Source: an optimization exercise on an open RTL-to-GDS flow (aim: small area). Production flows keep margins and buffers that such runs may drop. The RTL was checked by simulation tests, not by an equivalence proof against the original design. Power is estimated from default activity; no workload was simulated.

===== flow/config.mk =====
export PLATFORM = sky130hd
export DESIGN_NAME = egcoding
export DESIGN_NICKNAME = egcoding
export VERILOG_FILES = /design/flow/design.v
export SDC_FILE = /design/flow/constraint.sdc
export NUM_CORES = 4
export LEC_CHECK = 0
export ABC_AREA = 1
export CAP_MARGIN = 20
export CORE_MARGIN = 2
export CORE_UTILIZATION = 70
export PLACE_DENSITY = 0.95
export SLEW_MARGIN = 20

===== flow/constraint.sdc =====
create_clock -name core_clock -period 12.0 [get_ports {clk}]
set_input_delay 2.4000 -clock core_clock [delete_from_list [all_inputs] [get_ports {clk}]]
set_output_delay 2.4000 -clock core_clock [all_outputs]
set_load 0.01 [all_outputs]

===== flow/design.v =====
module egcoding(
	input wire clk,
	input wire rst,
	input wire rx,
	output wire tx
);
	localparam S_IDLE  = 4'd0;
	localparam S_RLEN  = 4'd1;
	localparam S_RDATA = 4'd2;
	localparam S_WRITE = 4'd3;
	localparam S_FETCH = 4'd4;
	localparam S_RUN   = 4'd5;
	localparam S_END   = 4'd6;
	localparam S_RESP  = 4'd8;
	localparam S_TX    = 4'd9;
	localparam S_CNT   = 4'd10;
	reg[3:0] state;
	reg[511:0] ra, rb;
	reg[5:0] ph;
	wire[7:0] ra_out = ra[511:504];
	wire[7:0] rb_out = rb[511:504];
	wire umode = state[3];    
	reg ubusy;
	reg[3:0] baud, bitn;
	reg[7:0] sr;              
	reg bor;                  
	wire udone = ubusy && bitn == 4'd9 && baud == {3'b111, umode};
	wire ushift = ubusy && bitn != 4'd0 && bitn != 4'd9 && baud == {umode, 3'b111};
	wire rxv = ubusy && !umode && bitn == 4'd8 && baud == 4'd8;
	wire rxend = udone && !umode;
	assign tx = !(ubusy && umode) || bitn == 4'd9 || (bitn != 4'd0 && (sr[0] ^ bor));
	reg[6:0] i;
	reg[6:0] len_in;
	reg mcomp;
	reg[7:0] cur;
	reg[3:0] p;       
	reg[3:0] bc;      
	reg zm;           
	reg dry;          
	wire[7:0] inc = rb_out + 8'd1;
	wire[7:0] ld = mcomp ? inc : rb_out;
	reg[2:0] msb;
	integer k;
	always @(*) begin
		msb = 3'd0;
		for (k = 1; k < 8; k = k + 1)
			if (ld[k]) msb = k;
	end
	wire cbit = cur[mcomp ? p[2:0] : bc[2:0]];
	wire ebit = cbit && !p[3];
	wire code_done = p == 4'd0 && (zm || cbit);
	wire used = mcomp ? p == 4'd15 : bc[2:0] == 3'd0;
	wire hit = ph == i[5:0];
	wire wslot = state == S_WRITE && hit;
	wire copy = state == S_RESP && dry;
	wire beyond = !len_in[6] && ph >= len_in[5:0];
	reg txgo;
	reg cnt;
	always @(*) begin
		txgo = 0;
		cnt = 0;
		case (state)
		S_IDLE: txgo = rxend && sr[1];
		S_RUN: begin
			if (mcomp) begin
				txgo = !dry && bc[2:0] == 3'd7;
				cnt = dry && bc == 4'd0;
			end else begin
				txgo = !dry && code_done;
				cnt = dry && code_done;
			end
		end
		S_FETCH: cnt = dry && !mcomp && i[6];
		S_END: txgo = dry || !mcomp || (bc != 4'd0 && bc[2:0] == 3'd7);
		S_CNT: txgo = udone && dry;
		default: ;
		endcase
	end
	always @(posedge clk) begin
		ph <= ph + 6'd1;
		ra <= {ra[503:0], wslot ? cur : ra_out};
		rb <= {rb[503:0], copy ? (beyond ? {8{mcomp}} : ra_out) : rb_out};
	end
	always @(posedge clk) begin
		if (ubusy || cnt) begin
			baud <= baud + 4'd1;
			if (baud == 4'd15)
				bitn <= bitn + 4'd1;
		end
		if (udone)
			ubusy <= 0;
		if (!ubusy && !rx || txgo || state == S_IDLE && rxend && sr[1:0] == 2'd1) begin
			baud <= 4'd0;
			bitn <= 4'd0;
		end
		if (!ubusy && !rx || txgo)
			ubusy <= 1;
		if (ushift) begin
			sr <= {rx && !umode, sr[7:1]};
			bor <= bor && !sr[0];
		end
		if (txgo)
			bor <= !mcomp && !dry && (state == S_RUN || state == S_END);
		case (state)
		S_IDLE: if (rxend) begin
			case (sr[1:0])
			2'd0: state <= S_RLEN;
			2'd1: begin
				dry <= 1;
				i <= 7'd0;
				bc <= 4'd0;
				p <= 4'd0;
				zm <= 0;
				state <= S_FETCH;
			end
			default: begin
				mcomp <= !sr[0];
				dry <= 1;
				sr <= 8'd0;
				state <= S_RESP;
			end
			endcase
		end
		S_RLEN: if (rxv) begin
			len_in <= sr[6:0];
			i <= 7'h7f;
			state <= S_RDATA;
		end
		S_RDATA: begin
			if (i == len_in) begin
				if (!ubusy || !bitn[3])
					state <= S_IDLE;
			end else if (rxv) begin
				cur <= sr;
				state <= S_WRITE;
			end
		end
		S_WRITE: if (hit) begin
			i <= i + 7'd1;
			state <= S_RDATA;
		end
		S_RESP: if (udone)
			state <= S_IDLE;
		S_FETCH: begin
			if (i[6])
				state <= S_END;
			else if (hit) begin
				if (mcomp && rb_out == 8'hff)
					state <= S_END;
				else begin
					cur <= ld;
					if (mcomp)
						p <= {msb, 1'b0};
					i <= i + 7'd1;
					state <= S_RUN;
				end
			end
		end
		S_RUN: begin
			bc <= bc + 4'd1;
			p <= p - 4'd1;
			if (mcomp) begin
				if (!dry)
					sr <= {ebit, sr[7:1]};
				if (txgo)
					state <= S_TX;
				else if (p == 4'd0)
					state <= S_FETCH;
			end else begin
				if (!zm && cbit) begin
					zm <= 1;
					p <= ~p;
				end
				if (!dry && (zm || cbit))
					sr <= {sr[6:0], cbit};
				if (code_done) begin
					zm <= 0;
					p <= 4'd0;
				end
				if (txgo)
					state <= S_TX;
				else if (bc[2:0] == 3'd7)
					state <= S_FETCH;
			end
		end
		S_TX: if (udone)
			state <= used ? S_FETCH : S_RUN;
		S_END: begin
			if (dry) begin
				sr <= {bitn, baud};
				state <= S_CNT;
			end else if (!mcomp)
				state <= S_RESP;
			else if (bc == 4'd0)
				state <= S_IDLE;
			else begin
				bc <= bc + 4'd1;
				sr <= {1'b0, sr[7:1]};
				if (txgo)
					state <= S_TX;
			end
		end
		S_CNT: if (udone) begin
			if (dry)
				dry <= 0;
			else begin
				i <= 7'd0;
				bc <= 4'd0;
				p <= 4'd0;
				zm <= 0;
				state <= S_FETCH;
			end
		end
		default: state <= S_IDLE;
		endcase
		if (!rst) begin
			state <= S_IDLE;
			ubusy <= 0;
		end
	end
endmodule

===== flow/flow/run.sh =====
#!/bin/bash
# The standard layout, with TritonCTS run without dummy loads and with
# small clusters of clkbuf_8 leaf buffers.
set -euo pipefail
bash standard.sh "CTS_ARGS=-sink_clustering_enable -repair_clock_nets -dont_use_dummy_load -buf_list sky130_fd_sc_hd__clkbuf_8 -sink_clustering_size 20 -sink_clustering_max_diameter 40" finish > standard.log 2>&1

===== flow/standard.sh =====
#!/bin/bash
# synth_recipe.tcl (not shown) runs the flow's synth.tcl, then flattens the netlist and writes it again
# the make line also repeats each setting of config.mk as NAME=value (left out here)
make -C /OpenROAD-flow-scripts/flow DESIGN_CONFIG=/design/flow/config.mk WORK_HOME=/design/flow/orfs CLKGATE_MAP_FILE= SYNTH_SCRIPT=/design/flow/synth_recipe.tcl "${@:-finish}"

==> results.yml, run 1 <==
place:
  gp_congestion: 0.885
  post-place-ws_ps: 7930
  io_buffers: 3
  hpwl_mm: 26.5
global_route:
  grt_use_total_pct: 23.3
  grt_overflow: 0
  grt_pass1_vias: 12143
  grt_pass1_wl_mm: 67.2
  antenna_found_initial: 1
  grt_max_degree: 32
synth:
  ys_seq_area_share_pct: 86.8
  synth_top_area_share_pct: 82.8
  synth_edf_count: 34
  postSynthCellCount: 1702
  synth_area_sq_mm: 0.0254
  synth.most_common_cell: "dfxtp_1"
  synth_flop_cell: "dfxtp_1"
  synth_area_per_cell_sq_um: 14.9
  ys_seq_elements: 1085
  ys_async_sr_fraction_pct: 0
  synth_common_cells: "1051 x dfxtp_1, 137 x nand2_1, 100 x inv_1"
  synth.distinct_cells: 50
  synth_nets: 1726
  yosysTopAreaCell: "dfxtp_1"
  yosys_warnings: 1
  synth_area_leaders: "dfxtp_1 83%, edfxtp_1 4.0%, nand2_1 2.0%"
critical_path:
  critical-path-top-delay-family: "buffers and inverters"
  reg2reg_depth: 5
  max_stage_delay_ps: 570
  critical_path_required_ps: 9600
  crit_buf_inv: 3
  arrival_ps: 2260
  timing.critical_path.to_type: "output pin"
  r2r-start: "dry"
  cp-start-kind: "register"
  path_cells: "inv_1 > ha_1 > nand3_1 > inv_1 > o2111ai_1 > clkdlybuf4s50_1"
  criticalPathCategory: "register to output pin"
  critPathMostFrequentCell: "inv_1"
  cp_max_fo: 5
  rrSetupSlack_ps: 9020
  r2r_end: "rb[0]"
  critPathSlowestCell: "clkdlybuf4s50_1"
timing:
  setup_viol: 0
  setup_tns_ps: 0
  setup_ws_ps: 7340
  maxSlewViolCount: 0
  tightest_slew_ps: 1020
  skew_ps: 91.1
  hold_viol: 0
  relSlewSlack_pct: 31.4
  period_needed_ps: 4660
  max_clock_freq_mhz: 215
  rsz0062_at_grt: "false"
  period_share_pct: 38.8
layout:
  drive_gt1_share_pct: 9.01
  antenna_cells: 0
  synthToLayoutAreaGrowth_pct: 6.71
  fin_nets: 1802
  nFillCells: 1889
  final_core_util_pct: 76.0
  multiInputGateArea_sq_mm: 0.00287
  register_area_sq_mm: 0.0221
detailed_routing:
  viasPerCell: 5.12
  first_pass_iters: 6
  drt_wl_total_mm: 42.8
  drt_iter0_markers: 879
  drt_drc_violations_left: 0
  ant_nets: 0
  vias: 11464
  routedWlPerCell_microns: 19.1
job:
  maxCapViolations: 0
clock_tree:
  cts_setup_buffers: 0
  postCtsHoldBufs: 0
  numCtsBuffers: 82
  cts_root_buffer: "clkbuf_8"
  htree_levels: 3
  cts_tree: "built"
  cts-resized-gates: 0
  path_clk_slew_ps: 110
  cts_max_path_buffers: 3
  clk_latency_ps: 650
  cts.sinks: 1085
min_path:
  holdPathStages: 0
  holdPathEnd: "ra[204]"
  hold_class: "register to register"
  min_from: "ra[196]"
floorplan:
  start_util_pct: 71.3
  io_pins: 4
  die_w_microns: 195
  core_sq_mm: 0.0357
  die_h_microns: 195
  num_rows: 69
  die-area_sq_mm: 0.0378
outcome:
  outcome: "finished clean"
power_and_ir_drop:
  peakVddDrop_mv: 0.163
  leakagePower_nw: 10.9
  power_density_mw_per_mm2: 202
[sequential cells by signal, summed over array words and instances, names as in the netlist, 4 cells and up]
register and cells:
cur 8, ph 6, state 4, bc 4, len_in 7, sr 8
baud 4, ra 512, p 4, bitn 4, rb 512, i 7
[kinds of logic after synthesis]
logic type | after synthesis | synth area share (%)
flops | 1085 | 86.8
mux | 8 | 0.355
xor+xnor | 22 | 0.758
compound gates | 156 | 3.64
fa+ha+maj | 21 | 1.03
buf+inv | 127 | 1.96
simple gates | 283 | 5.43
[layout make-up]
cell class | count | share of cell area [%]
clock buffers | 82 | 4.16
inverters | 114 | 1.60
multi-input cells | 490 | 10.6
flip-flops and latches | 1085 | 81.4
well taps | 461 | 2.13
repair buffers | 5 | 0.166
[through the flow]
stage,hold WS (ps),power [mW],cell area [sq um],cells
after floorplan,310,3.87,25400,1702
after global placement,310,3.93,26000,2155
after detailed placement,312,3.93,26000,2155
after CTS,278,5.51,27100,2237
after global routing,285,5.65,27100,2237
final,274,5.49,27100,2237
[layer usage]
layer  wire, microns  vias to the layer above  part of all wire [%]  track usage, %
li1                -                     5516                     -               -
met1           18000                     5392                    42            29.6
met2           20800                      417                    49            39.4
met3            2550                      139                   6.0            5.24
met4            1460                        0                   3.4            8.58
met5               0                        -                     0               0
[placed cells by master, fill, tap and decap left out, types with 3 or more instances in the layout]
master | Yosys | routed
o211ai_1 | 12 | 12
a21oi_2 | 5 | 5
nor2_4 | 4 | 4
xnor2_1 | 6 | 6
nor2_1 | 39 | 39
nand2_4 | 4 | 4
inv_2 | 12 | 12
xor2_1 | 16 | 16
o21ai_0 | 40 | 40
dfxtp_1 | 1051 | 1051
o22ai_1 | 7 | 7
o2111ai_1 | 5 | 5
a31oi_1 | 8 | 8
nand4_1 | 8 | 8
nor2_2 | 10 | 10
nand3_1 | 40 | 40
nand3_2 | 4 | 4
ha_1 | 21 | 21
mux2_2 | 8 | 8
edfxtp_1 | 34 | 34
o21ai_1 | 10 | 10
clkbuf_8 | 0 | 82
nand2_2 | 8 | 8
o21ai_2 | 9 | 9
a21oi_1 | 53 | 53
clkdlybuf4s50_1 | 0 | 3
inv_1 | 100 | 100
nor4_2 | 1 | 3
nor3_1 | 13 | 13
nand2_1 | 137 | 137
[how the worst max path moves through the flow]
stage                        from  end  cells past startpoint
after floorplan           bitn[0]   tx                      5
after global placement    bitn[0]   tx                      6
after detailed placement  bitn[0]   tx                      6
after CTS                 bitn[0]   tx                      6
after global routing      bitn[0]   tx                      6
final                     bitn[0]   tx                      6
[power breakdown]
group | internal, mW | total, mW | leakage (nW) | switching [mW]
clock | 0.614 | 1.63 | 0.590 | 1.01
combinational | 0.0575 | 0.192 | 1.55 | 0.134
sequential | 3.64 | 3.67 | 8.79 | 0.0253
==> run 2, diff against run 1 <==
--- a/flow/config.mk
+++ b/flow/config.mk
@@ -11,3 +11,2 @@
 export CORE_UTILIZATION = 70
-export PLACE_DENSITY = 0.95
 export SLEW_MARGIN = 20
==> run 2 against run 1 <==
Still clean on timing, DRC and antenna. Cell count up 0.22%. Global-route usage down 2.0 points. Sequential cell count unchanged. Clock skew down 12 ps. Critical path type unchanged.
==> results.yml, run 2 <==
timing:
  skew_ps: 79.5
  setup_viol: 0
  setup_ws_ps: 7350
  period_share_pct: 38.7
  tightest_slew_ps: 1120
  hold_viol: 0
  relSlewSlack_pct: 24.7
  max_clock_freq_mhz: 215
  period_needed_ps: 4650
  rsz0062_at_grt: "false"
  setup_tns_ps: 0
  maxSlewViolCount: 0
synth:
  synth_flop_cell: "dfxtp_1"
  synth.most_common_cell: "dfxtp_1"
  synth_common_cells: "1051 x dfxtp_1, 137 x nand2_1, 100 x inv_1"
  postSynthCellCount: 1702
  synth_top_area_share_pct: 82.8
  yosys_warnings: 1
  ys_seq_area_share_pct: 86.8
  synth_area_per_cell_sq_um: 14.9
  yosysTopAreaCell: "dfxtp_1"
  synth.distinct_cells: 50
  synth_area_leaders: "dfxtp_1 83%, edfxtp_1 4.0%, nand2_1 2.0%"
  ys_seq_elements: 1085
  synth_area_sq_mm: 0.0254
  synth_nets: 1726
  ys_async_sr_fraction_pct: 0
  synth_edf_count: 34
critical_path:
  timing.critical_path.to_type: "output pin"
  critPathSlowestCell: "clkdlybuf4s50_1"
  critical_path_required_ps: 9600
  rrSetupSlack_ps: 9110
  r2r-start: "mcomp"
  critical-path-top-delay-family: "buffers and inverters"
  path_cells: "inv_1 > ha_1 > nand3_1 > inv_1 > o2111ai_1 > clkdlybuf4s50_1"
  cp-start-kind: "register"
  crit_buf_inv: 3
  max_stage_delay_ps: 580
  critPathMostFrequentCell: "inv_1"
  criticalPathCategory: "register to output pin"
  cp_max_fo: 5
  arrival_ps: 2250
  reg2reg_depth: 9
  r2r_end: "p[3]"
floorplan:
  start_util_pct: 71.3
  die_h_microns: 195
  core_sq_mm: 0.0357
  num_rows: 69
  io_pins: 4
  die_w_microns: 195
  die-area_sq_mm: 0.0378
clock_tree:
  cts_setup_buffers: 0
  cts_tree: "built"
  cts_max_path_buffers: 3
  htree_levels: 3
  cts_root_buffer: "clkbuf_8"
  postCtsHoldBufs: 0
  path_clk_slew_ps: 110
  cts-resized-gates: 0
  cts.sinks: 1085
  clk_latency_ps: 660
  numCtsBuffers: 84
detailed_routing:
  drt_drc_violations_left: 0
  drt_wl_total_mm: 38.2
  routedWlPerCell_microns: 17.0
  ant_nets: 0
  vias: 11017
  first_pass_iters: 8
  viasPerCell: 4.91
  drt_iter0_markers: 563
layout:
  fin_nets: 1807
  final_common_cell: "dfxtp_1"
  antenna_cells: 0
  drive_gt1_share_pct: 9.10
  final_cell_mix: "1051 x dfxtp_1, 137 x nand2_1, 100 x inv_1"
  reg.largest.list: "ra (512), rb (512)"
  synthToLayoutAreaGrowth_pct: 6.83
place:
  io_buffers: 3
  post-place-ws_ps: 7940
  gp_congestion: 0.871
  hpwl_mm: 23.6
min_path:
  min_from: "ra[410]"
  holdPathEnd: "ra[418]"
  holdPathStages: 0
  hold_class: "register to register"
power_and_ir_drop:
  leakagePower_nw: 10.9
  power_density_mw_per_mm2: 201
  peakVddDrop_mv: 0.168
global_route:
  antenna_found_initial: 0
  grt_overflow: 0
  grt_max_degree: 31
  grt_pass1_wl_mm: 62.5
  grt_use_total_pct: 21.3
  grt_pass1_vias: 11580
outcome:
  outcome: "finished clean"
job:
  maxCapViolations: 0
run 2: per-layer routing:
| metal | global-route usage [%] | vias to the layer above | share of wire (%) |
|---|---|---|---|
| met1 | 29.5 | 5144 | 47 |
| met3 | 4.16 | 97 | 4.4 |
| met5 | 0 | - | 0 |
| met4 | 7.89 | 0 | 3.1 |
| li1 | - | 5522 | - |
| met2 | 33.9 | 254 | 46 |
run 2: worst max path at each step:
stage                        from  to  slack [ps]  depth (start not counted)
final                     bitn[0]  tx        7350                          6
after global routing      bitn[0]  tx        7190                          6
after CTS                 bitn[0]  tx        7270                          6
after detailed placement  bitn[0]  tx        7940                          6
after global placement    bitn[0]  tx        7940                          6
after floorplan           bitn[0]  tx        8550                          5
run 2: layout make-up:
type | count | area, sq um
repair buffers | 8 | 65.1
well taps | 461 | 577
multi-input cells | 490 | 2850
flip-flops and latches | 1085 | 22100
fillers | 1936 | 8510
inverters | 114 | 433
clock buffers | 84 | 1160
run 2: through the flow:
step                      cell area (sq um)  hold WS [ps]  util, %  instances  power [mW]
after floorplan                       25400           310        -       1702        3.87
after global placement                26000           310     72.9       2157        3.93
after detailed placement              26000           312     72.9       2158        3.93
after CTS                             27100           279     76.1       2242        5.51
after global routing                  27100           277     76.1       2242        5.65
final                                 27100           283     76.1       2242        5.47
run 2: power by group:
| part | internal (mW) | switching (mW) |
|---|---|---|
| Sequential | 3.64 | 0.0290 |
| Combinational | 0.0574 | 0.123 |
| Clock | 0.627 | 0.987 |
| Total | 4.33 | 1.14 |
run 2: kinds of logic (layout without fill, tap and decap cells):
kind of cell | Yosys count | after routing | share of synthesized area, %
AO/OA/AOI/OAI | 156 | 156 | 3.64
multiplexers | 8 | 8 | 0.355
AND/OR/NAND/NOR | 283 | 283 | 5.43
flip-flops | 1085 | 1085 | 86.8
adder cells (fa/ha/maj) | 21 | 21 | 1.03
XOR/XNOR | 22 | 22 | 0.758
buffers and inverters | 127 | 206 | 1.96
==> run 3, diff against run 2 <==
--- a/flow/config.mk
+++ b/flow/config.mk
@@ -10,3 +10,4 @@
 export CORE_MARGIN = 2
-export CORE_UTILIZATION = 70
+export CORE_UTILIZATION = 78
+export PLACE_DENSITY = 0.9
 export SLEW_MARGIN = 20
==> run 3 against run 2 <==
Still clean on timing, DRC and antenna. Register-to-register slack got worse by 530 ps. Routed wire length increased by 8.2%. Count of clock-buffer cells in the layout decreased by 11. Critical path depth unchanged. Clock skew decreased by 16 ps. Via count increased by 4.8%. Worst hold slack got worse by 7.9 ps. Largest cell class unchanged. Largest power group unchanged.
==> results.yml, run 3 <==
min_path:
  holdPathStages: 0
  min_from: "ra[22]"
  hold_class: "register to register"
  holdPathEnd: "ra[30]"
timing:
  setup_viol: 0
  setup_tns_ps: 0
  skew_ps: 64.0
  max_clock_freq_mhz: 213
  relSlewSlack_pct: 28.0
  tightest_slew_ps: 1070
  period_share_pct: 39.2
  hold_viol: 0
  rsz0062_at_grt: "false"
  maxSlewViolCount: 0
  period_needed_ps: 4700
layout:
  reg.largest.list: "ra (512), rb (512)"
  antenna_cells: 0
  register_area_sq_mm: 0.0221
  final_cell_mix: "1051 x dfxtp_1, 137 x nand2_1, 100 x inv_1"
  synthToLayoutAreaGrowth_pct: 6.08
  drive_gt1_share_pct: 8.44
  multiInputGateArea_sq_mm: 0.00286
  fin_nets: 1792
  final_cell_area_sq_mm: 0.0270
  final_common_cell: "dfxtp_1"
  nFillCells: 1378
global_route:
  grt_use_total_pct: 25.4
  grt_max_degree: 32
  grt_pass1_wl_mm: 64.6
  antenna_found_initial: 0
  grt_pass1_vias: 11900
  grt_overflow: 0
synth:
  synth_edf_count: 34
  postSynthCellCount: 1702
  synth_nets: 1726
  muxShareOfSynthArea_pct: 0.355
  yosys_warnings: 1
  ys_async_sr_fraction_pct: 0
  synth_area_per_cell_sq_um: 14.9
  synth_area_leaders: "dfxtp_1 83%, edfxtp_1 4.0%, nand2_1 2.0%"
  synth_top_area_share_pct: 82.8
  synth_xor_area_share_pct: 0.758
  ys_seq_area_share_pct: 86.8
  synth_common_cells: "1051 x dfxtp_1, 137 x nand2_1, 100 x inv_1"
  synth_top_family_by_area: "simple AND/OR/NAND/NOR gates"
  synth_compound_area_share_pct: 3.64
  ys_seq_elements: 1085
  yosysTopAreaCell: "dfxtp_1"
  synth_area_sq_mm: 0.0254
  yosys.area_share.simple_pct: 5.43
  synth.most_common_cell: "dfxtp_1"
  synth.distinct_cells: 50
  synthAdderAreaFrac_pct: 1.03
  synth_flop_cell: "dfxtp_1"
critical_path:
  cp_max_fo: 5
  reg2reg_depth: 11
  cp-start-kind: "register"
  criticalPathCategory: "register to output pin"
  timing.critical_path.to_type: "output pin"
  critPathSlowestCell: "clkdlybuf4s50_1"
  r2r_end: "sr[3]"
  rrSetupSlack_ps: 8580
  critical_path_required_ps: 9600
  max_stage_delay_ps: 590
  critPathMostFrequentCell: "inv_1"
  path_cells: "inv_1 > ha_1 > nand3_1 > inv_1 > o2111ai_1 > clkdlybuf4s50_1"
  r2r-start: "mcomp"
  arrival_ps: 2300
floorplan:
  die_h_microns: 184
  io_pins: 4
  die_w_microns: 184
  die-area_sq_mm: 0.0340
  num_rows: 66
  start_util_pct: 78.7
  core_sq_mm: 0.0323
clock_tree:
  cts_max_path_buffers: 3
  cts-resized-gates: 0
  cts_setup_buffers: 0
  cts_root_buffer: "clkbuf_8"
  postCtsHoldBufs: 0
  htree_levels: 3
  numCtsBuffers: 73
  cts_tree: "built"
  cts.sinks: 1085
  clk_latency_ps: 670
  path_clk_slew_ps: 110
detailed_routing:
  viasPerCell: 5.23
  vias: 11544
  routedWlPerCell_microns: 18.7
  ant_nets: 0
  drt_drc_violations_left: 0
  drt_wl_total_mm: 41.3
  drt_iter0_markers: 1268
  first_pass_iters: 6
place:
  place_area_sq_mm: 0.0259
  io_buffers: 3
  hpwl_mm: 27.2
  gp_congestion: 0.912
outcome:
  outcome: "finished clean"
power_and_ir_drop:
  power_density_mw_per_mm2: 200
  leakagePower_nw: 10.8
  peakVddDrop_mv: 0.149
job:
  maxCapViolations: 0
run 3: cell counts after synthesis:
Identical to the previous run, type by type.
run 3: metrics by stage:
stage                     worst slack [ps]  utilization, %  power, mW  hold slack [ps]  instances
after floorplan                       8550               -       3.87              310       1702
after global placement                8030            80.3       3.92              311       2135
after detailed placement              7950            80.3       3.94              312       2135
after CTS                             7270            83.4       5.40              286       2208
after global routing                  7210            83.5       5.55              285       2208
final                                 7300            83.5       5.38              275       2208
run 3: cell type report:
class | count | area share, %
clock buffer | 73 | 3.73
inverter | 114 | 1.61
multi-input combinational | 490 | 10.6
sequential | 1085 | 81.9
tap | 442 | 2.05
timing repair buffer | 4 | 0.139
run 3: layer usage:
layer,wire (microns),share of wire (%),global-route usage [%]
met4,2090,5.1,13.1
met2,20100,49,42.5
met3,2370,5.7,4.43
met1,16800,41,32.2
met5,0,0,0
run 3: where the power goes:
| group | switching (mW) | internal [mW] | leakage (nW) |
|---|---|---|---|
| Combinational | 0.132 | 0.0574 | 1.54 |
| Sequential | 0.0317 | 3.64 | 8.79 |
| Clock | 0.968 | 0.549 | 0.525 |
| Total | 1.13 | 4.25 | 10.8 |
run 3: worst max-delay path by stage:
stage | startpoint | end | slack [ps] | cells past startpoint
3_3_place_gp | bitn[0] | tx | 8030 | 6
5_1_grt | bitn[0] | tx | 7210 | 6
2_1_floorplan | bitn[0] | tx | 8550 | 5
6_report | bitn[0] | tx | 7300 | 6
3_5_place_dp | bitn[0] | tx | 7950 | 6
4_1_cts | bitn[0] | tx | 7270 | 6
run 3: kinds of logic (layout without fill, tap and decap cells):
family / after synthesis / count (layout)
DFF: 1085 / 1085
and+or+nand+nor: 283 / 283
AOI/OAI and AO/OA: 156 / 156
buffers and inverters: 127 / 191
xor gates and xnor gates: 22 / 22
adders and majority gates: 21 / 21
muxes: 8 / 8
run 3: critical path, delay by kind of cell (launching register included):
family	cells	cell delay, ps
AOI/OAI and AO/OA	1	180
DFF	1	410
buffers and inverters	3	760
adders and majority gates	1	230
and+or+nand+nor	1	100
==> run 4, diff against run 3 <==
==> flow/flow/run.sh (replaced) <==
#!/bin/bash
# The standard layout, with two changes:
#  - synthesis maps with an area-only ABC script (flow/synth.tcl,
#    flow/area.script); the registers are the standard synthesis's;
#  - TritonCTS runs without dummy loads, with small clusters of clkbuf_8.
set -euo pipefail
export MY_ABC_SCRIPT=$PWD/flow/area.script
bash standard.sh "SYNTH_SCRIPT=$PWD/flow/synth.tcl" "CTS_ARGS=-sink_clustering_enable -repair_clock_nets -dont_use_dummy_load -buf_list sky130_fd_sc_hd__clkbuf_8 -sink_clustering_size 20 -sink_clustering_max_diameter 40" finish > standard.log 2>&1
==> flow/flow/area.script (new file) <==
strash
&get -n
&fraig -x
&put
scorr
dc2
dch -f
map -a
strash
dch -f
map -a
strash
dch -f
amap
topo
==> flow/flow/synth.tcl (new file) <==
proc synth {args} { yosys synth -nofsm -noshare {*}$args }
# The standard synthesis (synth_recipe.tcl), but with ABC mapping by an
# area-only script (flow/area.script) in place of ORFS's, which also
# buffers and upsizes for speed.
proc abc {args} {
  set i [lsearch $args -script]
  if {$i >= 0} { set args [lreplace $args $i [expr {$i + 1}] -script $::env(MY_ABC_SCRIPT)] }
  set j [lsearch $args -D]
  if {$j >= 0} { set args [lreplace $args $j [expr {$j + 1}]] }
  yosys abc {*}$args
}
source $::env(SCRIPTS_DIR)/synth.tcl
# left out here: clear keep_hierarchy, flatten, clean up, hide names made inside functions, write 1_2_yosys.v
--- a/flow/config.mk
+++ b/flow/config.mk
@@ -10,4 +10,3 @@
 export CORE_MARGIN = 2
-export CORE_UTILIZATION = 78
-export PLACE_DENSITY = 0.9
+export CORE_UTILIZATION = 70
 export SLEW_MARGIN = 20
==> run 4 against run 3 <==
First-iteration DRC count shrank 47%. Global-route usage down 4.7 points. Count of clock-buffer cells in the layout is 8 higher. Routed wire length is 12% lower. Critical path type is now register to register. Highest routed layer unchanged. Largest power group unchanged. Core utilization shrank 7.2 points. Largest cell class unchanged. Final area is 2.0% lower. Worst setup slack worse by 580 ps. Cell count down 5.2%. Critical endpoint is now bitn[2]. Combinational power up 62%. Fmax fell by 11%.
==> results.yml, run 4 <==
detailed_routing:
  drt_drc_violations_left: 0
  first_pass_iters: 6
  vias: 10418
  ant_nets: 0
  routedWlPerCell_microns: 17.4
  viasPerCell: 4.98
  drt_iter0_markers: 675
  drt_wl_total_mm: 36.4
min_path:
  hold_class: "register to register"
  holdPathStages: 0
  min_from: "ra[386]"
  holdPathEnd: "ra[394]"
layout:
  synthToLayoutAreaGrowth_pct: 7.05
  fin_nets: 1663
  final_core_util_pct: 76.3
  reg.largest.list: "ra (512), rb (512)"
  drive_gt1_share_pct: 5.13
  final_common_cell: "dfxtp_1"
  nFillCells: 1831
  final_cell_mix: "1051 x dfxtp_1, 85 x clkinv_1, 81 x clkbuf_8"
floorplan:
  core_sq_mm: 0.0346
  die_h_microns: 192
  start_util_pct: 71.3
  die_w_microns: 192
  io_pins: 4
  num_rows: 68
  die-area_sq_mm: 0.0368
clock_tree:
  cts_setup_buffers: 0
  numCtsBuffers: 81
  cts_max_path_buffers: 3
  postCtsHoldBufs: 0
  htree_levels: 3
  cts-resized-gates: 0
  clk_latency_ps: 670
  cts_tree: "built"
  cts_root_buffer: "clkbuf_8"
  cts.sinks: 1085
  path_clk_slew_ps: 110
timing:
  rsz0062_at_grt: "false"
  hold_viol: 0
  tightest_slew_ps: 1020
  setup_viol: 0
  period_needed_ps: 5270
  skew_ps: 91.6
  max_clock_freq_mhz: 190
  relSlewSlack_pct: 31.7
  maxSlewViolCount: 0
  setup_tns_ps: 0
  setup_ws_ps: 6730
  period_share_pct: 44.0
place:
  gp_congestion: 0.847
  post-place-ws_ps: 6850
  hpwl_mm: 21.4
  io_buffers: 3
synth:
  ys_async_sr_fraction_pct: 0
  ys_seq_area_share_pct: 89.4
  synth.distinct_cells: 37
  synth_top_area_share_pct: 85.3
  synth_nets: 1575
  yosysTopAreaCell: "dfxtp_1"
  synth_area_leaders: "dfxtp_1 85%, edfxtp_1 4.1%, clkinv_1 1.3%"
  synth_flop_cell: "dfxtp_1"
  yosys_warnings: 1
  ys_seq_elements: 1085
  synth_area_per_cell_sq_um: 15.9
  synth_common_cells: "1051 x dfxtp_1, 85 x clkinv_1, 80 x nor2_1"
  synth.most_common_cell: "dfxtp_1"
  postSynthCellCount: 1551
  synth_edf_count: 34
  synth_area_sq_mm: 0.0247
critical_path:
  rrSetupSlack_ps: 6730
  critical-path-top-delay-family: "compound AO/OA/AOI/OAI gates"
  max_stage_delay_ps: 920
  cp-start-kind: "register"
  timing.critical_path.to_type: "register"
  crit_buf_inv: 3
  reg2reg_depth: 16
  r2r-start: "mcomp"
  r2r_end: "bitn[2]"
  critical_path_required_ps: 12450
  arrival_ps: 5720
  critPathSlowestCell: "edfxtp_1"
  cp_max_fo: 23
  criticalPathCategory: "register to register"
  path_cells: "clkinv_1 > o22ai_1 > clkinv_1 > o22ai_1 > a22oi_1 > o21ai_0 > nor2b_1 > nor2_1 > nor2_1 > a2111oi_0 > a311oi_1 > nor2_1 > nand3_1 > clkinv_1 > a21oi_1 > a311oi_1"
power_and_ir_drop:
  swShare_pct: 22.4
  combPwrFrac_pct: 5.4
  peakVddDrop_mv: 0.155
  leakagePower_nw: 10.3
  p_seq_share_pct: 66.4
  p_sw_mw: 1.27
  total_power_mw: 5.68
  clkPwrFrac_pct: 28.2
  p_int_mw: 4.41
  power_density_mw_per_mm2: 215
job:
  maxCapViolations: 0
global_route:
  grt_use_total_pct: 20.7
  grt_max_degree: 24
  grt_overflow: 0
  antenna_found_initial: 1
  grt_pass1_vias: 10744
  grt_pass1_wl_mm: 57.8
outcome:
  outcome: "finished clean"
==> run 4: stage by stage <==
step	area [sq um]	cells	hold WS (ps)
5_1_grt	26400	2093	241
2_1_floorplan	24700	1551	310
3_5_place_dp	25300	2011	312
4_1_cts	26400	2092	243
6_report	26400	2093	256
3_3_place_gp	25300	2011	310
==> run 4: area by class of cell <==
type,count,area (sq um),share of cell area (%)
flip-flops and latches,1085,22100,83.5
multi-input cells,381,2300,8.72
clock buffers,81,1110,4.22
well taps,455,569,2.16
inverters,85,319,1.21
repair buffers,5,45.0,0.171
diodes,1,2.50,0.00947
==> run 4: cell families after synthesis <==
kind of cell,Yosys count,share of synthesized area [%]
flip-flops,1085,89.4
AO/OA/AOI/OAI,184,5.07
AND/OR/NAND/NOR,176,3.17
buffers and inverters,85,1.29
adder cells (fa/ha/maj),21,1.06
==> run 4: worst reg2reg max path: stages (launching register included) <==
cell and delay, ps:
edfxtp_1 920, clkinv_1 600, o22ai_1 520, clkinv_1 220, o22ai_1 190, a22oi_1 100, o21ai_0 410, nor2b_1 290
nor2_1 90, nor2_1 150, a2111oi_0 90, a311oi_1 760, nor2_1 180, nand3_1 220, clkinv_1 130, a21oi_1 180
a311oi_1 60
==> run 4: power groups by stage <==
| stage | combinational (mW) | clock, mW | sequential [mW] |
|---|---|---|---|
| final | 0.306 | 1.60 | 3.77 |
| after global placement | 0.294 | 0 | 3.85 |
| after global routing | 0.342 | 1.76 | 3.78 |
| after floorplan | 0.225 | 0 | 3.82 |
| after detailed placement | 0.297 | 0 | 3.85 |
| after CTS | 0.300 | 1.65 | 3.77 |
==> run 4: how the worst max path moves through the flow <==
stage / from / to / slack (ps) / cells past startpoint
final: mcomp / bitn[2] / 6730 / 16
after global routing: mcomp / bitn[2] / 6200 / 16
after CTS: mcomp / bitn[2] / 6760 / 16
after detailed placement: mcomp / bitn[2] / 6850 / 16
after global placement: mcomp / bitn[1] / 7070 / 16
after floorplan: mcomp / state[1] / 8120 / 15
==> run 4: per-layer routing <==
metal / track usage, % / vias to the layer above / routed length [microns]
li1: - / 5231 / -
met1: 28.8 / 4867 / 17300
met2: 32.2 / 241 / 16700
met3: 4.59 / 79 / 1460
met4: 7.66 / 0 / 930
met5: 0 / - / 0
==> run 5, diff against run 4 <==
--- a/flow/design.v
+++ b/flow/design.v
@@ -102,3 +102,3 @@
 		if (txgo)
-			bor <= !mcomp && !dry && (state == S_RUN || state == S_END);
+			bor <= state == S_IDLE || !mcomp && !dry && (state == S_RUN || state == S_END);
 		case (state)
@@ -118,3 +118,3 @@
 				dry <= 1;
-				sr <= 8'd0;
+				sr <= {1'b0, sr[7:1]};
 				state <= S_RESP;
--- a/flow/flow/run.sh
+++ b/flow/flow/run.sh
@@ -3,4 +3,6 @@
 #  - synthesis maps with an area-only ABC script (flow/synth.tcl,
-#    flow/area.script); the registers are the standard synthesis's;
+#    flow/area.script) in place of ORFS's, which buffers and upsizes for
+#    speed; the registers are the standard synthesis's;
 #  - TritonCTS runs without dummy loads, with small clusters of clkbuf_8.
+# Each tool's log is under orfs/logs; make's own output is in standard.log.
 set -euo pipefail
==> flow/flow/area.script (replaced) <==
strash
&get -n
&fraig -x
&put
scorr
dc2
&get -n
&deepsyn -T 60
&put
dch -f
map -a
strash
dch -f
amap
topo
==> run 5 against run 4 <==
Still clean. Worst setup slack gained 580 ps. Clock power is essentially flat. Die area is 1.4% lower. Synthesized area down 1.5%. Sequential share of layout area is 1.2 points higher. Cell count down 2.6%. Largest power group unchanged. Highest routed layer unchanged.
==> results.yml, run 5 <==
outcome:
  outcome: "finished clean"
layout:
  reg.largest.list: "ra (512), rb (512)"
  final_core_util_pct: 75.8
  synthToLayoutAreaGrowth_pct: 7.16
  drive_gt1_share_pct: 5.37
  nFillCells: 1865
  register_area_sq_mm: 0.0221
  fin_nets: 1609
  final_cell_mix: "1051 x dfxtp_1, 84 x clkinv_1, 81 x clkbuf_8"
  final_common_cell: "dfxtp_1"
  multiInputGateArea_sq_mm: 0.00194
  antenna_cells: 0
detailed_routing:
  ant_nets: 0
  drt_iter0_markers: 391
  drt_wl_total_mm: 33.7
  drt_drc_violations_left: 0
  routedWlPerCell_microns: 16.5
  vias: 10011
  viasPerCell: 4.91
  first_pass_iters: 6
global_route:
  grt_overflow: 0
  grt_pass1_wl_mm: 54.6
  antenna_found_initial: 0
  grt_use_total_pct: 19.7
  grt_pass1_vias: 10424
  grt_max_degree: 21
place:
  hpwl_mm: 20.5
  io_buffers: 3
  gp_congestion: 0.861
min_path:
  min_from: "rb[4]"
  hold_class: "register to register"
  holdPathEnd: "rb[12]"
  holdPathStages: 0
synth:
  yosys_warnings: 1
  synth_area_sq_mm: 0.0243
  synth_common_cells: "1051 x dfxtp_1, 84 x clkinv_1, 65 x nor2_1"
  postSynthCellCount: 1495
  yosysTopAreaCell: "dfxtp_1"
  ys_async_sr_fraction_pct: 0
  synth_top_area_share_pct: 86.5
  synth_area_per_cell_sq_um: 16.3
  synth.distinct_cells: 35
  ys_seq_elements: 1085
  synth_edf_count: 34
  ys_seq_area_share_pct: 90.7
  synth_flop_cell: "dfxtp_1"
  synth_area_leaders: "dfxtp_1 87%, edfxtp_1 4.2%, clkinv_1 1.3%"
  synth.most_common_cell: "dfxtp_1"
  synth_nets: 1519
critical_path:
  cp_max_fo: 13
  critPathSlowestCell: "edfxtp_1"
  r2r_end: "state[2]"
  timing.critical_path.to_type: "register"
  startpoint: "mcomp"
  cp-start-kind: "register"
  crit_buf_inv: 5
  max_stage_delay_ps: 580
  rrSetupSlack_ps: 7310
  criticalPathCategory: "register to register"
  path_cells: "clkinv_1 > o22ai_1 > clkinv_1 > o22ai_1 > o22ai_1 > o21ai_0 > clkinv_1 > o21ai_0 > or3_1 > o22ai_1 > a2111oi_0 > buf_4 > clkinv_1 > o21ai_0 > or2_0 > a31o_1 > o21ai_0"
  critical-path-top-delay-family: "compound AO/OA/AOI/OAI gates"
  r2r-start: "mcomp"
  reg2reg_depth: 17
  arrival_ps: 5160
  critical_path_required_ps: 12470
timing:
  relSlewSlack_pct: 34.6
  period_needed_ps: 4690
  period_share_pct: 39.1
  skew_ps: 91.5
  maxSlewViolCount: 0
  max_clock_freq_mhz: 213
  setup_tns_ps: 0
  timing.hold.ws_ps: 231
  setup_viol: 0
  tightest_slew_ps: 978
  hold_viol: 0
  rsz0062_at_grt: "false"
job:
  maxCapViolations: 0
floorplan:
  die-area_sq_mm: 0.0362
  start_util_pct: 70.7
  io_pins: 4
  num_rows: 68
  core_sq_mm: 0.0344
  die_h_microns: 190
  die_w_microns: 190
clock_tree:
  cts_max_path_buffers: 3
  path_clk_slew_ps: 110
  clk_latency_ps: 670
  cts_root_buffer: "clkbuf_8"
  postCtsHoldBufs: 0
  cts_setup_buffers: 0
  cts_tree: "built"
  numCtsBuffers: 81
  cts-resized-gates: 0
  htree_levels: 3
  cts.sinks: 1085
power_and_ir_drop:
  leakagePower_nw: 10.2
  power_density_mw_per_mm2: 200
  peakVddDrop_mv: 0.160
-- run 5: cell count changes after synthesis, sizes merged, moves of 5 or more --
cell / before / now
nor2b: 10 / 5
a31oi: 1 / 14
a21oi: 31 / 17
o21a: 17 / 7
nor2: 80 / 65
nor3: 30 / 20
o22ai: 28 / 35
a311oi: 6 / 1
o221ai: 17 / 11
a221oi: 6 / 1
-- run 5: layer usage --
layer	global-route usage [%]	part of all wire (%)	vias up
li1	-	-	5000
met1	26.7	46	4712
met2	31.0	46	199
met3	4.44	4.1	100
met4	8.62	3.5	0
met5	0	0	-
-- run 5: how the worst max path moves through the flow --
stage          endpoint  cells past startpoint  slack, ps
3_3_place_gp   state[2]                     17       7600
2_1_floorplan   bitn[2]                     13       7650
6_report       state[2]                     17       7310
4_1_cts              tx                      6       7240
3_5_place_dp   state[2]                     17       7360
5_1_grt        state[2]                     17       6770
-- run 5: final cells by class --
cell class,count,share of cell area (%)
Multi-Input combinational cell,326,7.44
Clock buffer,81,4.28
Timing Repair Buffer,7,0.221
Tap cell,455,2.18
Sequential cell,1085,84.7
Inverter,84,1.21
-- run 5: stage by stage --
| step | instance area (sq um) | power (mW) | instances | setup slack, ps |
|---|---|---|---|---|
| detailed placement | 24900 | 3.72 | 1956 | 7360 |
| CTS | 26100 | 5.28 | 2037 | 7240 |
| finish | 26100 | 5.22 | 2038 | 7310 |
| global route | 26100 | 5.40 | 2038 | 6770 |
| global placement | 24900 | 3.72 | 1956 | 7600 |
| floorplan | 24300 | 3.72 | 1495 | 7650 |
-- run 5: kinds of logic (layout without fill, tap and decap cells) --
logic type	count (synthesis)	after routing	share of synthesized area, %
AOI/OAI and AO/OA	152	152	4.06
adders and majority gates	21	21	1.08
buffers and inverters	84	172	1.30
DFF	1085	1085	90.7
and+or+nand+nor	153	153	2.83
-- run 5: power by group --
part           leakage (nW)  switching, mW  total, mW  internal [mW]
combinational         0.830        0.00993     0.0158        0.00585
clock                 0.582          0.976       1.58          0.606
sequential             8.77        0.00538       3.63           3.62
==> run 6, diff against run 5 <==
--- a/flow/config.mk
+++ b/flow/config.mk
@@ -10,3 +10,3 @@
 export CORE_MARGIN = 2
-export CORE_UTILIZATION = 70
+export CORE_UTILIZATION = 65
 export SLEW_MARGIN = 20
==> run 6 against run 5 <==
Global-route usage is 2.7 points lower. Core utilization is 4.6 points lower. Routed wire length decreased by 6.3%. Clock power about the same. Clock skew rose by 14 ps. Still clean. Sequential power hardly changed. Sequential share of layout area shrank 0.22 points. Critical path type unchanged.
==> results.yml, run 6 <==
outcome:
  outcome: "finished clean"
layout:
  synthToLayoutAreaGrowth_pct: 7.44
  fin_nets: 1612
  final_core_util_pct: 71.2
  final_common_cell: "dfxtp_1"
  reg.largest.list: "ra (512), rb (512)"
  finalNonFillerCells: 2054
  final_cell_mix: "1051 x dfxtp_1, 85 x clkbuf_8, 84 x clkinv_1"
  antenna_cells: 0
  drive_gt1_share_pct: 5.55
min_path:
  min_from: "ra[487]"
  hold_class: "register to register"
floorplan:
  io_pins: 4
  die_w_microns: 197
  die_h_microns: 197
  start_util_pct: 66.3
  die-area_sq_mm: 0.0390
  core_sq_mm: 0.0367
  num_rows: 70
timing:
  setup_ws_ps: 7270
  rsz0062_at_grt: "false"
  tightest_slew_ps: 973
  hold_viol: 0
  setup_tns_ps: 0
  skew_ps: 106
  setup_viol: 0
  maxSlewViolCount: 0
  period_share_pct: 39.4
  relSlewSlack_pct: 34.9
  max_clock_freq_mhz: 212
  period_needed_ps: 4730
power_and_ir_drop:
  p_seq_share_pct: 69.0
  clkPwrFrac_pct: 30.7
  p_int_mw: 4.26
  leakagePower_nw: 10.2
  peakVddDrop_mv: 0.150
  p_sw_mw: 0.995
  swShare_pct: 18.9
  combPwrFrac_pct: 0.3
  power_density_mw_per_mm2: 201
clock_tree:
  path_clk_slew_ps: 100
  htree_levels: 3
  cts-resized-gates: 0
  cts_root_buffer: "clkbuf_8"
  postCtsHoldBufs: 0
  numCtsBuffers: 85
  cts_tree: "built"
  cts.sinks: 1085
  cts_max_path_buffers: 3
  clk_latency_ps: 660
  cts_setup_buffers: 0
synth:
  synth.most_common_cell: "dfxtp_1"
  postSynthCellCount: 1495
  ys_async_sr_fraction_pct: 0
  synth_top_area_share_pct: 86.5
  synth_edf_count: 34
  yosysTopAreaCell: "dfxtp_1"
  synth_common_cells: "1051 x dfxtp_1, 84 x clkinv_1, 65 x nor2_1"
  ys_seq_area_share_pct: 90.7
  yosys_warnings: 1
  synth_flop_cell: "dfxtp_1"
  synth_area_per_cell_sq_um: 16.3
  ys_seq_elements: 1085
  synth.distinct_cells: 35
  synth_nets: 1519
  synth_area_leaders: "dfxtp_1 87%, edfxtp_1 4.2%, clkinv_1 1.3%"
  synth_area_sq_mm: 0.0243
place:
  post-place-ws_ps: 7370
  hpwl_mm: 18.6
  gp_congestion: 0.918
  dp.cells: 1969
  io_buffers: 3
detailed_routing:
  routedWlPerCell_microns: 15.4
  ant_nets: 0
  drt_iter0_markers: 470
  vias: 9861
  drt_drc_violations_left: 0
  drt_wl_total_mm: 31.5
  first_pass_iters: 4
  viasPerCell: 4.80
critical_path:
  critPathSlowestCell: "edfxtp_1"
  critical_path_required_ps: 12470
  r2r-start: "mcomp"
  max_stage_delay_ps: 600
  arrival_ps: 5190
  crit_buf_inv: 5
  timing.critical_path.to_type: "register"
  cp_max_fo: 13
  criticalPathCategory: "register to register"
  critical-path-top-delay-family: "compound AO/OA/AOI/OAI gates"
  path_cells: "clkinv_1 > o22ai_1 > clkinv_1 > o22ai_1 > o22ai_1 > o21ai_0 > clkinv_1 > o21ai_0 > or3_1 > o22ai_1 > a2111oi_0 > buf_4 > clkinv_1 > o21ai_0 > or2_0 > a31o_1 > o21ai_0"
  cp-start-kind: "register"
  startpoint: "mcomp"
global_route:
  grt_max_degree: 21
  grt_use_total_pct: 17.0
  grt_overflow: 0
  antenna_found_initial: 0
  grt_pass1_wl_mm: 51.3
  grt_pass1_vias: 9943
job:
  maxCapViolations: 0
run 6: logic make-up (layout without fill, tap and decap cells):
family | after synthesis | in the layout | synth area share (%)
flip-flops | 1085 | 1085 | 90.7
AND/OR/NAND/NOR | 153 | 153 | 2.83
AO/OA/AOI/OAI | 152 | 152 | 4.06
buffers and inverters | 84 | 175 | 1.30
adder cells (fa/ha/maj) | 21 | 21 | 1.08
run 6: through the flow:
| stage | area [sq um] | total power, mW | hold WS (ps) |
|---|---|---|---|
| 2_1_floorplan | 24300 | 3.72 | 310 |
| 3_3_place_gp | 25000 | 3.73 | 310 |
| 3_5_place_dp | 25000 | 3.72 | 312 |
| 4_1_cts | 26100 | 5.32 | 255 |
| 5_1_grt | 26100 | 5.45 | 247 |
| 6_report | 26100 | 5.26 | 256 |
run 6: area by class of cell:
type	count	area (sq um)
clock buffer	85	1170
fill	2298	10600
inverter	84	315
multi-input combinational	326	1940
sequential	1085	22100
tap	468	586
timing repair buffer	6	52.6
run 6: layer usage:
metal  share of wire, %  global-route usage, %
met1                 51                   24.6
met2                 42                   24.6
met3                4.2                   4.22
met4                3.2                   7.24
met5                  0                      0
run 6: path summary, 6_finish.rpt:
path,to,slack (ps),cells after the start
worst max-delay path,state[2],7270,17
worst min-delay path,ra[495],260,0
worst max register to register,state[2],7270,17
worst min register to register,ra[495],260,0
run 6: power groups by stage:
stage	Sequential (mW)	Combinational, mW	Clock (mW)
detailed placement	3.71	0.0158	0
finish	3.63	0.0158	1.61
floorplan	3.71	0.0105	0
global placement	3.71	0.0158	0
global route	3.63	0.0178	1.80
CTS	3.63	0.0159	1.68
run 6: worst reg2reg max path, cell delays in order (launching register included):
cell and delay, ps:
edfxtp_1 600, clkinv_1 450, o22ai_1 470, clkinv_1 210
o22ai_1 190, o22ai_1 90, o21ai_0 350, clkinv_1 180
o21ai_0 280, or3_1 430, o22ai_1 170, a2111oi_0 310
buf_4 230, clkinv_1 80, o21ai_0 200, or2_0 200
a31o_1 120, o21ai_0 70
==> run 7, diff against run 6 <==
--- a/flow/config.mk
+++ b/flow/config.mk
@@ -10,3 +10,3 @@
 export CORE_MARGIN = 2
-export CORE_UTILIZATION = 65
+export CORE_UTILIZATION = 75
 export SLEW_MARGIN = 20
==> run 7 against run 6 <==
Critical path depth down 1. Critical path type unchanged. Largest cell class unchanged. Fmax fell by 4.3%. Synthesized cell count decreased by 0.47%. Worst setup slack worse by 210 ps. Register-to-register slack lost 210 ps. Count of clock-buffer cells in the layout shrank 15. Largest power group unchanged. Sequential cell count is the same. Via count is 7.7% higher.
==> results.yml, run 7 <==
clock_tree:
  path_clk_slew_ps: 110
  cts_max_path_buffers: 3
  cts_tree: "built"
  cts-resized-gates: 0
  numCtsBuffers: 70
  postCtsHoldBufs: 0
  clk_latency_ps: 630
  cts.sinks: 1085
  cts_setup_buffers: 0
  cts_root_buffer: "clkbuf_8"
  htree_levels: 3
power_and_ir_drop:
  peakVddDrop_mv: 0.140
  power_density_mw_per_mm2: 199
  leakagePower_nw: 10.1
critical_path:
  crit_buf_inv: 3
  criticalPathCategory: "register to register"
  critical-path-top-delay-family: "compound AO/OA/AOI/OAI gates"
  max_stage_delay_ps: 860
  path_cells: "clkinv_1 > o22ai_1 > o22ai_1 > nand2_1 > a21oi_1 > a31oi_1 > o21ai_0 > nor3_1 > clkinv_1 > o22ai_1 > a2111o_1 > a31oi_1 > o21ai_0 > clkinv_1 > o21ai_0 > a21oi_1"
  critical_path_required_ps: 12470
  cp-start-kind: "register"
  critPathSlowestCell: "nor3_1"
  cp_max_fo: 14
  arrival_ps: 5410
  timing.critical_path.to_type: "register"
global_route:
  grt_use_total_pct: 25.4
  grt_overflow: 0
  antenna_found_initial: 2
  grt_pass1_vias: 11202
  grt_max_degree: 21
  grt_pass1_wl_mm: 63.5
timing:
  hold_viol: 0
  period_needed_ps: 4940
  relSlewSlack_pct: 27.4
  skew_ps: 90.2
  period_share_pct: 41.2
  tightest_slew_ps: 1080
  setup_ws_ps: 7060
  max_clock_freq_mhz: 202
  rsz0062_at_grt: "false"
  setup_tns_ps: 0
  maxSlewViolCount: 0
  setup_viol: 0
detailed_routing:
  vias: 10617
  first_pass_iters: 6
  drt_wl_total_mm: 41.1
  ant_nets: 0
  drt_iter0_markers: 912
  routedWlPerCell_microns: 20.9
  drt_drc_violations_left: 0
  viasPerCell: 5.40
place:
  post-place-ws_ps: 7250
  hpwl_mm: 27.3
  io_buffers: 3
  gp_congestion: 0.874
  place_area_sq_mm: 0.0249
layout:
  synthToLayoutAreaGrowth_pct: 6.24
  drive_gt1_share_pct: 4.61
  fin_nets: 1589
  final_cell_area_sq_mm: 0.0258
  final_cell_mix: "1051 x dfxtp_1, 87 x clkinv_1, 70 x clkbuf_8"
  final_common_cell: "dfxtp_1"
  reg.largest.list: "ra (512), rb (512)"
floorplan:
  die_w_microns: 184
  die-area_sq_mm: 0.0339
  num_rows: 65
  die_h_microns: 184
  start_util_pct: 76.6
  io_pins: 4
  core_sq_mm: 0.0317
outcome:
  outcome: "finished clean"
synth:
  synth_area_sq_mm: 0.0243
  synth_flop_cell: "dfxtp_1"
  synth_area_leaders: "dfxtp_1 87%, edfxtp_1 4.2%, clkinv_1 1.3%"
  ys_async_sr_fraction_pct: 0
  synth_nets: 1512
  synth_top_area_share_pct: 86.6
  synth_common_cells: "1051 x dfxtp_1, 87 x clkinv_1, 60 x nor2_1"
  yosysTopAreaCell: "dfxtp_1"
  postSynthCellCount: 1488
  synth_area_per_cell_sq_um: 16.3
  yosys_warnings: 1
  synth.distinct_cells: 36
  synth_edf_count: 34
  ys_seq_elements: 1085
  synth.most_common_cell: "dfxtp_1"
  ys_seq_area_share_pct: 90.8
min_path:
  hold_class: "register to register"
job:
  maxCapViolations: 0
==> run 7: changes by cell type after synthesis, moves of 3 or more <==
cell and change:
nand3_1 -3, a221o_1 +4, nand2b_1 -3, o21ai_0 -3
a221oi_1 +4, nor2_1 -5, clkinv_1 +3, a2111oi_0 -5
o22ai_1 -4
==> run 7: path summary, 6_finish.rpt <==
path,startpoint,end,slack [ps],cells after the start
worst max-delay path,mcomp,baud[1],7060,16
worst min-delay path,ra[250],ra[258],290,0
worst max register to register,mcomp,baud[1],7060,16
worst min register to register,ra[250],ra[258],290,0
==> run 7: cell families after synthesis <==
group                    Yosys count  share of synthesized area (%)
adder cells (fa/ha/maj)           21                           1.08
flip-flops                      1085                           90.8
buffers and inverters             87                           1.34
AO/OA/AOI/OAI                    152                           4.19
AND/OR/NAND/NOR                  143                           2.61
==> run 7: per-layer routing <==
| metal | up-vias | share of wire (%) | track usage [%] |
|---|---|---|---|
| met5 | - | 0 | 0 |
| met4 | 0 | 5.6 | 13.9 |
| met3 | 192 | 6.9 | 5.57 |
| met2 | 524 | 47 | 41.5 |
| met1 | 4945 | 40 | 31.8 |
| li1 | 4956 | - | - |
==> run 7: stage by stage <==
stage          power (mW)  std cells  util [%]  hold slack [ps]
2_1_floorplan        3.72       1488         -              310
3_3_place_gp         3.73       1895      78.3              310
3_5_place_dp         3.73       1895      78.3              312
4_1_cts              5.16       1965      81.4              293
5_1_grt              5.30       1965      81.4              301
6_report             5.14       1967      81.4              295
==> run 7: cell type report <==
type / count / area, sq um
flip-flops and latches: 1085 / 22100
fillers: 1439 / 5900
multi-input cells: 316 / 1910
clock buffers: 70 / 963
well taps: 402 / 503
inverters: 87 / 327
repair buffers: 5 / 45.0
diodes: 2 / 5.00
==> run 7: power by group <==
part           switching (mW)  internal (mW)  leakage, nW
registers             0.00691           3.62         8.79
logic                  0.0111        0.00707        0.772
clock network           0.966          0.529        0.503
total                   0.984           4.16         10.1
==> run 7: worst reg2reg max path, delay by kind of cell, from the launching register on <==
kind | cells | cell delay (ps)
AOI/OAI and AO/OA | 11 | 2300
and+or+nand+nor | 2 | 960
buffers and inverters | 3 | 940
DFF | 1 | 640
==> run 8, diff against run 7 <==
--- a/flow/flow/run.sh
+++ b/flow/flow/run.sh
@@ -9,2 +9,2 @@
 export MY_ABC_SCRIPT=$PWD/flow/area.script
-bash standard.sh "SYNTH_SCRIPT=$PWD/flow/synth.tcl" "CTS_ARGS=-sink_clustering_enable -repair_clock_nets -dont_use_dummy_load -buf_list sky130_fd_sc_hd__clkbuf_8 -sink_clustering_size 20 -sink_clustering_max_diameter 40" finish > standard.log 2>&1
+bash standard.sh "SYNTH_SCRIPT=$PWD/flow/synth.tcl" "MIN_CLK_ROUTING_LAYER=met1" "CTS_ARGS=-sink_clustering_enable -repair_clock_nets -dont_use_dummy_load -buf_list sky130_fd_sc_hd__clkbuf_8 -sink_clustering_size 20 -sink_clustering_max_diameter 40" finish > standard.log 2>&1
--- a/flow/config.mk
+++ b/flow/config.mk
@@ -10,3 +10,3 @@
 export CORE_MARGIN = 2
-export CORE_UTILIZATION = 75
+export CORE_UTILIZATION = 70
 export SLEW_MARGIN = 20
==> run 8 against run 7 <==
Still clean. Fmax is 5.0% higher. Critical path depth is 1 higher. Worst setup slack improved by 240 ps. Synthesized area about the same. Critical endpoint is now state[2].
==> results.yml, run 8 <==
floorplan:
  io_pins: 4
  die_h_microns: 190
  num_rows: 68
  die_w_microns: 190
  die-area_sq_mm: 0.0362
  core_sq_mm: 0.0344
  start_util_pct: 70.7
layout:
  finalNonFillerCells: 2038
  final_cell_area_sq_mm: 0.0261
  final_cell_mix: "1051 x dfxtp_1, 84 x clkinv_1, 81 x clkbuf_8"
  final_common_cell: "dfxtp_1"
  antenna_cells: 0
  fin_nets: 1609
  drive_gt1_share_pct: 5.37
  synthToLayoutAreaGrowth_pct: 7.16
  reg.largest.list: "ra (512), rb (512)"
timing:
  max_clock_freq_mhz: 213
  maxSlewViolCount: 0
  relSlewSlack_pct: 35.1
  hold_viol: 0
  setup_viol: 0
  rsz0062_at_grt: "false"
  skew_ps: 98.3
  tightest_slew_ps: 971
  period_needed_ps: 4700
  setup_tns_ps: 0
  period_share_pct: 39.2
synth:
  synth_top_area_share_pct: 86.5
  yosysTopAreaCell: "dfxtp_1"
  synth_nets: 1519
  ys_seq_elements: 1085
  synth_common_cells: "1051 x dfxtp_1, 84 x clkinv_1, 65 x nor2_1"
  synth.distinct_cells: 35
  yosys_warnings: 1
  synth_area_sq_mm: 0.0243
  synth_flop_cell: "dfxtp_1"
  synth_area_leaders: "dfxtp_1 87%, edfxtp_1 4.2%, clkinv_1 1.3%"
  synth.most_common_cell: "dfxtp_1"
  ys_seq_area_share_pct: 90.7
  ys_async_sr_fraction_pct: 0
  synth_area_per_cell_sq_um: 16.3
  synth_edf_count: 34
  postSynthCellCount: 1495
clock_tree:
  htree_levels: 3
  cts_tree: "built"
  cts_root_buffer: "clkbuf_8"
  cts.sinks: 1085
  clk_latency_ps: 660
  numCtsBuffers: 81
  cts_setup_buffers: 0
  postCtsHoldBufs: 0
  path_clk_slew_ps: 110
  cts_max_path_buffers: 3
  cts-resized-gates: 0
power_and_ir_drop:
  peakVddDrop_mv: 0.161
  power_density_mw_per_mm2: 200
  total_power_mw: 5.22
  leakagePower_nw: 10.2
global_route:
  antenna_found_initial: 0
  grt_pass1_wl_mm: 54.6
  grt_overflow: 0
  grt_max_degree: 21
  grt_use_total_pct: 19.7
  grt_pass1_vias: 10155
critical_path:
  criticalPathCategory: "register to register"
  critical_path_required_ps: 12450
  cp-start-kind: "register"
  cp_max_fo: 13
  timing.critical_path.to_type: "register"
  rrSetupSlack_ps: 7300
  arrival_ps: 5160
place:
  gp_congestion: 0.861
  hpwl_mm: 20.5
  dp.cells: 1956
  io_buffers: 3
  place_area_sq_mm: 0.0249
outcome:
  outcome: "finished clean"
min_path:
  hold_class: "register to register"
detailed_routing:
  routedWlPerCell_microns: 16.5
  first_pass_iters: 4
  drt_drc_violations_left: 0
  drt_wl_total_mm: 33.7
  vias: 9916
  viasPerCell: 4.87
  ant_nets: 0
  drt_iter0_markers: 475
job:
  maxCapViolations: 0
run 8: cell types whose count changed in the layout (fill, tap and decap cells not counted), sizes merged, moves of 4 or more:
cell	delta
nor2	+5
a2111oi	+5
a221o	-4
a221oi	-4
o22ai	+4
clkbuf	+11
run 8: worst paths after layout:
check | start | end | cells after the start
min reg2reg | rb[4] | rb[12] | 0
max reg2reg | mcomp | state[2] | 17
min | rb[4] | rb[12] | 0
max | mcomp | state[2] | 17
run 8: through the flow:
step / util, % / hold slack, ps / setup WS [ps]
3_5_place_dp: 72.5 / 312 / 7360
6_report: 75.8 / 225 / 7300
5_1_grt: 75.8 / 232 / 6780
4_1_cts: 75.8 / 227 / 7240
2_1_floorplan: - / 310 / 7650
3_3_place_gp: 72.5 / 310 / 7600
run 8: power by group:
| group | switching, mW | internal [mW] | leakage [nW] | total (mW) |
|---|---|---|---|---|
| clock network | 0.974 | 0.606 | 0.582 | 1.58 |
| registers | 0.00526 | 3.62 | 8.77 | 3.63 |
| logic | 0.00989 | 0.00585 | 0.830 | 0.0157 |
| total | 0.989 | 4.23 | 10.2 | 5.22 |
run 8: worst max-delay path, cell delays in order, from the launching register on:
cell	delay, ps
edfxtp_1	580
clkinv_1	420
o22ai_1	460
clkinv_1	210
o22ai_1	190
o22ai_1	90
o21ai_0	360
clkinv_1	170
o21ai_0	220
or3_1	410
o22ai_1	180
a2111oi_0	380
buf_4	230
clkinv_1	70
o21ai_0	200
or2_0	210
a31o_1	110
o21ai_0	80
run 8: layer usage:
layer | routed length, microns | part of all wire (%) | vias up | global-route usage (%)
met5 | 0 | 0 | - | 0
li1 | - | - | 5000 | -
met4 | 372 | 1.1 | 0 | 2.03
met3 | 868 | 2.6 | 28 | 1.09
met2 | 16200 | 48 | 136 | 34.1
met1 | 16200 | 48 | 4752 | 29.0
run 8: final cells by class:
cell class / count / area (sq um)
Sequential cell: 1085 / 22100
Clock buffer: 81 / 1110
Inverter: 84 / 315
Timing Repair Buffer: 7 / 57.6
Fill cell: 1865 / 8320
Tap cell: 455 / 569
Multi-Input combinational cell: 326 / 1940
run 8: logic make-up (layout without fill, tap and decap cells):
logic type / after synthesis / after routing / share of synthesized area (%)
compound gates: 152 / 152 / 4.06
fa+ha+maj: 21 / 21 / 1.08
buf+inv: 84 / 172 / 1.30
flops: 1085 / 1085 / 90.7
simple gates: 153 / 153 / 2.83
==> run 9, diff against run 8 <==
--- a/flow/flow/run.sh
+++ b/flow/flow/run.sh
@@ -9,2 +9,2 @@
 export MY_ABC_SCRIPT=$PWD/flow/area.script
-bash standard.sh "SYNTH_SCRIPT=$PWD/flow/synth.tcl" "MIN_CLK_ROUTING_LAYER=met1" "CTS_ARGS=-sink_clustering_enable -repair_clock_nets -dont_use_dummy_load -buf_list sky130_fd_sc_hd__clkbuf_8 -sink_clustering_size 20 -sink_clustering_max_diameter 40" finish > standard.log 2>&1
+bash standard.sh "SYNTH_SCRIPT=$PWD/flow/synth.tcl" "MIN_CLK_ROUTING_LAYER=met1" "CTS_ARGS=-sink_clustering_enable -repair_clock_nets -dont_use_dummy_load -buf_list sky130_fd_sc_hd__clkbuf_8 -sink_clustering_size 22 -sink_clustering_max_diameter 45" finish > standard.log 2>&1
==> run 9 against run 8 <==
Largest cell class unchanged. Highest routed layer unchanged. Global-route usage decreased by 0.078 points. Final area decreased by 1.2%. Via count decreased by 1.3%. Core utilization decreased by 0.93 points. Sequential cell count unchanged. Worst setup slack got worse by 230 ps. Largest power group unchanged. Critical endpoint is now sr[0].
==> results.yml, run 9 <==
timing:
  max_clock_freq_mhz: 203
  skew_ps: 71.7
  tightest_slew_ps: 1150
  setup_tns_ps: 0
  rsz0062_at_grt: "false"
  maxSlewViolCount: 0
  timing.hold.ws_ps: 289
  setup_viol: 0
  period_needed_ps: 4930
  relSlewSlack_pct: 22.8
  hold_viol: 0
  setup_ws_ps: 7070
  period_share_pct: 41.1
clock_tree:
  cts_root_buffer: "clkbuf_8"
  cts_setup_buffers: 0
  cts_tree: "built"
  cts_max_path_buffers: 3
  clk_latency_ps: 670
  postCtsHoldBufs: 0
  cts-resized-gates: 0
  path_clk_slew_ps: 120
  cts.sinks: 1085
  numCtsBuffers: 59
  htree_levels: 2
layout:
  final_common_cell: "dfxtp_1"
  final_core_util_pct: 74.9
  final_cell_mix: "1051 x dfxtp_1, 87 x clkinv_1, 60 x nor2_1"
  finalNonFillerCells: 2008
  drive_gt1_share_pct: 3.99
  final_cell_area_sq_mm: 0.0257
  fin_nets: 1579
  synthToLayoutAreaGrowth_pct: 5.90
  antenna_cells: 0
  reg.largest.list: "ra (512), rb (512)"
synth:
  ys_async_sr_fraction_pct: 0
  synth.distinct_cells: 36
  synth_area_per_cell_sq_um: 16.3
  synth_area_sq_mm: 0.0243
  ys_seq_elements: 1085
  synth.most_common_cell: "dfxtp_1"
  postSynthCellCount: 1488
  synth_top_area_share_pct: 86.6
  synth_nets: 1512
  yosysTopAreaCell: "dfxtp_1"
  yosys_warnings: 1
  synth_common_cells: "1051 x dfxtp_1, 87 x clkinv_1, 60 x nor2_1"
  ys_seq_area_share_pct: 90.8
  synth_flop_cell: "dfxtp_1"
  synth_edf_count: 34
  synth_area_leaders: "dfxtp_1 87%, edfxtp_1 4.2%, clkinv_1 1.3%"
global_route:
  gr-usage-met3_pct: 0.810
  grt_overflow: 0
  grt_pass1_vias: 9873
  grt_max_degree: 23
  grtUsageMet1_pct: 29.9
  gr-usage-met2_pct: 33.7
  antenna_found_initial: 0
  busiest_layer: "met2"
  grt_use_total_pct: 19.6
  grt_pass1_wl_mm: 54.6
place:
  gp_congestion: 0.860
  hpwl_mm: 21.3
  place_area_sq_mm: 0.0249
  post-place-ws_ps: 7240
  dp.cells: 1949
  io_buffers: 3
floorplan:
  die_w_microns: 190
  start_util_pct: 70.7
  die_h_microns: 190
  io_pins: 4
  num_rows: 68
  die-area_sq_mm: 0.0362
  core_sq_mm: 0.0344
power_and_ir_drop:
  power_density_mw_per_mm2: 195
  peakVddDrop_mv: 0.150
  leakagePower_nw: 9.99
  total_power_mw: 5.03
critical_path:
  cp_max_fo: 14
  criticalPathCategory: "register to register"
  critical_path_required_ps: 12480
  timing.critical_path.to_type: "register"
  reg2reg_depth: 15
  cp-start-kind: "register"
  arrival_ps: 5410
min_path:
  hold_class: "register to register"
  holdPathStages: 0
detailed_routing:
  ant_nets: 0
  routedWlPerCell_microns: 17.0
  drt_iter0_markers: 584
  vias: 9784
  drt_drc_violations_left: 0
  drt_wl_total_mm: 34.0
  viasPerCell: 4.87
  first_pass_iters: 5
outcome:
  outcome: "finished clean"
job:
  maxCapViolations: 0
run 9: cell families (layout without fill, tap and decap cells):
family                     after synthesis  after routing  share of synthesized area [%]
and+or+nand+nor                        143            143                           2.61
AOI/OAI and AO/OA                      152            152                           4.19
buffers and inverters                   87            152                           1.34
DFF                                   1085           1085                           90.8
adders and majority gates               21             21                           1.08
run 9: layout make-up:
class,count,area (sq um)
clock buffers,59,812
fillers,1896,8640
inverters,87,327
multi-input cells,316,1910
flip-flops and latches,1085,22100
well taps,455,569
repair buffers,6,52.6
run 9: path summary, 6_finish.rpt:
| kind | from | end | slack, ps |
|---|---|---|---|
| max | mcomp | sr[0] | 7070 |
| min | ra[265] | ra[273] | 290 |
| max reg2reg | mcomp | sr[0] | 7070 |
| min reg2reg | ra[265] | ra[273] | 290 |
run 9: worst max-delay path: stages, from the launching register on:
cell	delay [ps]
edfxtp_1	650
clkinv_1	460
o22ai_1	440
o22ai_1	120
nand2_1	80
a21oi_1	60
a31oi_1	220
o21ai_0	140
nor3_1	900
clkinv_1	330
nand3_1	170
nand3_1	110
nor2_1	420
nand3_1	350
o221ai_1	270
a21oi_1	60
run 9: routing by layer:
layer  wire length [microns]  vias up
met5                       0        -
met4                      38        0
met3                     843        4
met2                   16400      135
met1                   16800     4724
li1                        -     4921
run 9: report_power, final:
part | internal (mW) | switching [mW] | leakage (nW)
clock | 0.444 | 0.937 | 0.424
sequential | 3.62 | 0.00694 | 8.79
combinational | 0.00730 | 0.0112 | 0.777

Setup slack of run 9, layout unchanged: 7.066 ns with ideal ports, 7.066 ns with driving cells assumed (clock clkbuf_16, inputs buf_2), 7.066 ns with port delays also shifted by the 0.681 ns mid clock arrival.
